Source: an optimization exercise on an open RTL-to-GDS flow (aim: small area and a short achievable clock period). Production flows keep margins and buffers that such runs may drop. Where RTL was checked, it was by simulation tests only, not by an equivalence proof against the original. Power figures rest on the tool's default switching activity, not on a simulated workload. The flow treats the clock pin as an ideal source, which a real chip does not have.

// bist
module bist #(
    parameter size   = 6,
    parameter length = 8
) (
    input  logic             clk,
    input  logic             rst,
    input  logic             start,
    input  logic             csin,
    input  logic             rwbarin,
    input  logic             opr,
    input  logic [size-1:0]  address,
    input  logic [length-1:0] datain,
    output logic [length-1:0] dataout,
    output logic              fail
);
Settings: LEC_CHECK=0, CAP_MARGIN=20, CORE_MARGIN=2, CORE_UTILIZATION=50, PLACE_DENSITY=0.65, SETUP_SLACK_MARGIN=3.0, SLEW_MARGIN=20, SYNTH_HIERARCHICAL=1, TNS_END_PERCENT=10; clock period 5.5 ns.
standard.sh (not shown) runs the stock make flow with config.mk's settings and CLKGATE_MAP_FILE= SYNTH_SCRIPT=/design/flow/synth_recipe.tcl, a recipe that flattens the netlist after the stock synthesis.
==> flow/flow/run.sh <==
#!/bin/bash
# The standard layout (standard.sh), with plain buffers on the ports instead of
# the delay cells buffer_ports picks by default, and no dummy clock loads in CTS.
set -euo pipefail
export BUFFER_PORTS_ARGS="-buffer_cell sky130_fd_sc_hd__buf_2"
export CTS_ARGS="-sink_clustering_enable -repair_clock_nets -sink_clustering_size 30 -sink_clustering_max_diameter 100 -dont_use_dummy_load"
bash standard.sh > standard.log 2>&1
Rerun with:
- TNS_END_PERCENT: 10 -> 0
What happened: The new run produced a clean layout; synthesized area does not change; cell count fell slightly; global-route usage hardly moves; routed wire length is about the same; setup slack improved by 0.0082 ns; cell area fell slightly; non-clock buffer count fell by 16; first-iteration DRC count fell by roughly a tenth; hold slack stays flat; maximum frequency hardly moves.
No run of this note included a check of the RTL's function; only the layout flow was run.


== pepper ==
Another version of the RTL of bist (not shown whole).
For scale: ~1900 cells after synthesis, roughly 530 flip-flops.
export LEC_CHECK = 0
export CAP_MARGIN = 20
export CORE_MARGIN = 2
export CORE_UTILIZATION = 45
export PLACE_DENSITY = 0.62
export SETUP_SLACK_MARGIN = 3.0
export SLEW_MARGIN = 20
export SYNTH_HIERARCHICAL = 1
export TNS_END_PERCENT = 10
create_clock -name core_clock -period 5.5 [get_ports {clk}]
Scripts as last shown in full above: flow/flow/run.sh
pepper completed every stage of the flow, and the final layout passed the timing, design-rule and antenna checks.
Here is what was changed in the inputs of sierra compared with pepper.
- changing PLACE_DENSITY from 0.62 to 0.65
- changing CORE_UTILIZATION from 45 to 50
Results
Diff pepper -> sierra | worst path setup slack after routing | increase of 0.078 ns. Against pepper, sierra comes in 0.31 ns lower on longest individual stage delay on the worst path. Comparing sierra with pepper, the part of the power in the clock network came out essentially unchanged. Status: number of global-route vias before repair parity (sierra, pepper). Diff pepper -> sierra: sequential power roughly the same; layout buffer count excluding clock buffers higher; portion of total power attributed to combinational logic higher; routed wire length lower. There was hardly any difference in number of maximum-capacitance violations between pepper and sierra. sierra and pepper ended up with roughly the same share of total power consumed by net switching.
diff inputs: sierra => juniper
==> flow/flow/run.sh <==
#!/bin/bash
# The standard layout (standard.sh), with plain buffers on the ports instead of
# the delay cells buffer_ports picks by default, and no dummy clock loads in CTS.
set -euo pipefail
export BUFFER_PORTS_ARGS="-buffer_cell sky130_fd_sc_hd__buf_1"
export CTS_ARGS="-sink_clustering_enable -repair_clock_nets -sink_clustering_size 30 -sink_clustering_max_diameter 100 -dont_use_dummy_load"
bash standard.sh > standard.log 2>&1
--- outcome ---
- In summary, juniper completed successfully, with a layout that passed the timing, design-rule and antenna checks.
- sierra has higher setup slack after placement than juniper.
- Between sierra and juniper, the clock slew seen by the registers of the worst setup and hold paths figures differ only marginally.
- juniper vs sierra: sequential share of layout area down
- Clock distribution power delta (juniper -> sierra): insignificant
- Layout overhead on the synthesized area in juniper is 1.5 points higher than in sierra
- juniper vs sierra, routing layer with the top usage in global route: met2 vs met1
- When the final numbers for sierra and juniper were put side by side, the via count turned out to be smaller in sierra.
- The non-clock buffer count number comes out lower for sierra vs juniper.
- | sequential cell count | juniper vs sierra | ≈ equal |
- The worst setup slack reported for juniper is smaller than that of sierra by 0.024 ns.
diff inputs: juniper => quartz
- TNS_END_PERCENT: 10 -> 0
==> flow/flow/run.sh <==
#!/bin/bash
# The standard layout (standard.sh), with plain buffers on the ports instead of
# the delay cells buffer_ports picks by default, and no dummy clock loads in CTS.
set -euo pipefail
export BUFFER_PORTS_ARGS="-buffer_cell sky130_fd_sc_hd__buf_2"
export CTS_ARGS="-sink_clustering_enable -repair_clock_nets -sink_clustering_size 30 -sink_clustering_max_diameter 100 -dont_use_dummy_load"
bash standard.sh > standard.log 2>&1
Results
- quartz reports a lower via count than juniper does.
- Data arrival at the endpoint of the critical path (lower): juniper
- Status: maximum number of pins on one net before global-route repair parity (juniper, quartz)
- Compared with juniper, quartz supports a lower clock frequency.
- End of the critical path = rdata[6]: quartz; end of the critical path = dataout[5]: juniper
- Diff juniper -> quartz | critical path depth | increase of 5
- Going from juniper to quartz, buffer count excluding the clock tree in the final layout decreased by about 20% relative to the old numbers; power consumption decreased by 63 uW relative to the old numbers; weighted congestion at the end of routability-driven global placement decreased by 5.1% relative to the old numbers; synthesis-to-layout area growth decreased by 3.5 points relative to the old numbers.
Modified inputs, amber compared to quartz
- TNS_END_PERCENT: 0 -> 5
- SETUP_SLACK_MARGIN: 3.0 -> 2.95
The final layout from amber, which completed every stage, passed the timing, design-rule and antenna checks at the end of the flow.
Compared with quartz, amber shows a higher fraction of area in multi-input gates.
Of quartz and amber, amber shows the higher count of non-CTS buffers in the layout, with quartz below it.
Diff quartz -> amber: cell area grew by 4.5%, fraction of area in registers saw a decrease, internal cell power climbed 0.59%.


run 1:
bist, a different RTL version from the one above (not shown whole).
Size in the first run: about 29 I/O pins, about 19000 µm² of cells after synthesis.
Settings: LEC_CHECK=0, CAP_MARGIN=20, CORE_MARGIN=2, CORE_UTILIZATION=40, CTS_CLUSTER_DIAMETER=100, CTS_CLUSTER_SIZE=30, SETUP_SLACK_MARGIN=2.5, SLEW_MARGIN=20, SYNTH_HIERARCHICAL=1; clock period 5.5 ns.
==> flow/flow/run.sh <==
#!/bin/bash
# The standard layout (standard.sh), with plain buffers on the ports instead of
# the delay cells buffer_ports picks by default, and no dummy clock loads in CTS.
set -euo pipefail
export BUFFER_PORTS_ARGS="-buffer_cell sky130_fd_sc_hd__buf_2"
export CTS_ARGS="-sink_clustering_enable -repair_clock_nets -sink_clustering_size 30 -sink_clustering_max_diameter 100 -dont_use_dummy_load"
bash standard.sh > standard.log 2>&1
In summary, run 1 completed successfully, with a layout that passed the timing, design-rule and antenna checks.
Inputs modified between run 1 and run 2:
- putting PLACE_DENSITY at 0.8 where nothing was set
- swapping 2.5 for 2.7 in SETUP_SLACK_MARGIN
- swapping 40 for 60 in CORE_UTILIZATION
==> flow/run.sh (new file) <==
#!/bin/bash
# synth_recipe.tcl (not shown) runs the flow's synth.tcl, then flattens the netlist and writes it again
# the make line also repeats each setting of config.mk as NAME=value (left out here)
make -C /OpenROAD-flow-scripts/flow DESIGN_CONFIG=/design/flow/config.mk WORK_HOME=/design/flow/orfs CLKGATE_MAP_FILE= SYNTH_SCRIPT=/design/flow/synth_recipe.tcl finish
removed: flow/flow/run.sh
removed: flow/standard.sh
[summary]
- The global-route wire length before repair of run 2 falls short of that of run 1 by 0.48%.
- Going from run 1 to run 2, cell count dropped 146; share of the cycle needed by the critical path after routing saw an increase.
- The estimated power of run 2 ends up higher than the estimate for run 1.
- Run 2 vs. run 1: buffer count excluding the clock tree in the final layout went up by 50.
- Comparing largest clock skew in the final design for run 2 and run 1, the smaller number came from run 2.
Modified inputs, run 3 compared to run 2
- a change of CORE_UTILIZATION from 60 to 40
- a deleted PLACE_DENSITY that had been 0.8
Notes after the runs:
- Run 3 finished all stages; the layout is clean.
- Delta (run 3 minus run 2): worst voltage drop across the vdd grid decreased about 23%; wire length of the first global-routing pass increased 1500 µm.
- Run 3 reports a lower first-iteration DRC count than run 2 does.
- Compared with run 2, clock-buffer cell count in run 3 decreased by a few percent.
- Compared with run 2, placement density in the core of run 3 is lower.
- Changes observed in run 3 relative to run 2: number of non-clock buffers in the layout rose by 15; layout overhead on the synthesized area rose by 2.1 points; number of tap instances rose by 213; smallest setup slack after layout rose by 190 ps.
diff inputs: run 3 => run 4
- changing SETUP_SLACK_MARGIN from 2.7 to 2.5
==> comparison <==
Going from run 3 to run 4, the final critical-path setup slack was found to have gone down by 69 ps. For the upper clock frequency limit, run 4 came in 2.3% lower than run 3 did. | worst vdd rail ir drop | run 4 vs run 3 | ≈ equal |. In run 4, the post-layout minimum cycle time came out 69 ps above the value in run 3.

separate check: timing with driven ports:
How much do the figures lean on ideal ports? The routed layouts below were timed once more, with nothing changed but the port constraints. Step 1 assumes that a clkbuf_16 drives the clock port and a buf_2 every other input. Step 2 times the ports against the registers' clock, not the clock port: input delays grow and output delays shrink by t, the midpoint of the rising clock arrivals with the driver on. Three values: ideal ports, drivers, drivers and shift; two values: the first two.
run | t (ns) | setup slack, ns | worst hold slack (ns) | worst setup path at the end
the first run of note 1 | 0.616 | 2.703 / 2.682 / 2.132 | 0.495 / 0.495 / 0.495 | input to register
the second run of note 1 | 0.617 | 2.711 / 2.686 / 2.129 | 0.495 / 0.495 / 0.495 | input to register
pepper | 0.620 | 2.712 / 2.654 / 2.112 | 0.493 / 0.493 / 0.493 | input to register
sierra | 0.617 | 2.790 / 2.755 / 2.283 | 0.496 / 0.496 / 0.496 | input to register
juniper | 0.615 | 2.765 / 2.709 / 2.233 | 0.494 / 0.494 / 0.494 | input to register
quartz | 0.619 | 2.692 / 2.725 / 2.106 | 0.496 / 0.496 / 0.496 | input to register
amber | 0.610 | 2.739 / 2.682 / 2.274 | 0.490 / 0.490 / 0.490 | input to register
run 1 | 0.597 | 2.538 / 2.564 / 1.967 | 0.556 / 0.556 / 0.556 | input to register
run 2 | 0.599 | 2.443 / 2.443 / 1.881 | 0.550 / 0.550 / 0.550 | input to register
run 3 | 0.611 | 2.631 / 2.600 / 2.040 | 0.535 / 0.535 / 0.535 | input to register
run 4 | 0.611 | 2.562 / 2.523 / 1.970 | 0.529 / 0.529 / 0.529 | input to register
After both steps every run listed still meets setup and hold. For pepper, which loses most, drivers alone change the setup slack by -0.058 ns; drivers and shift together by -0.600 ns.
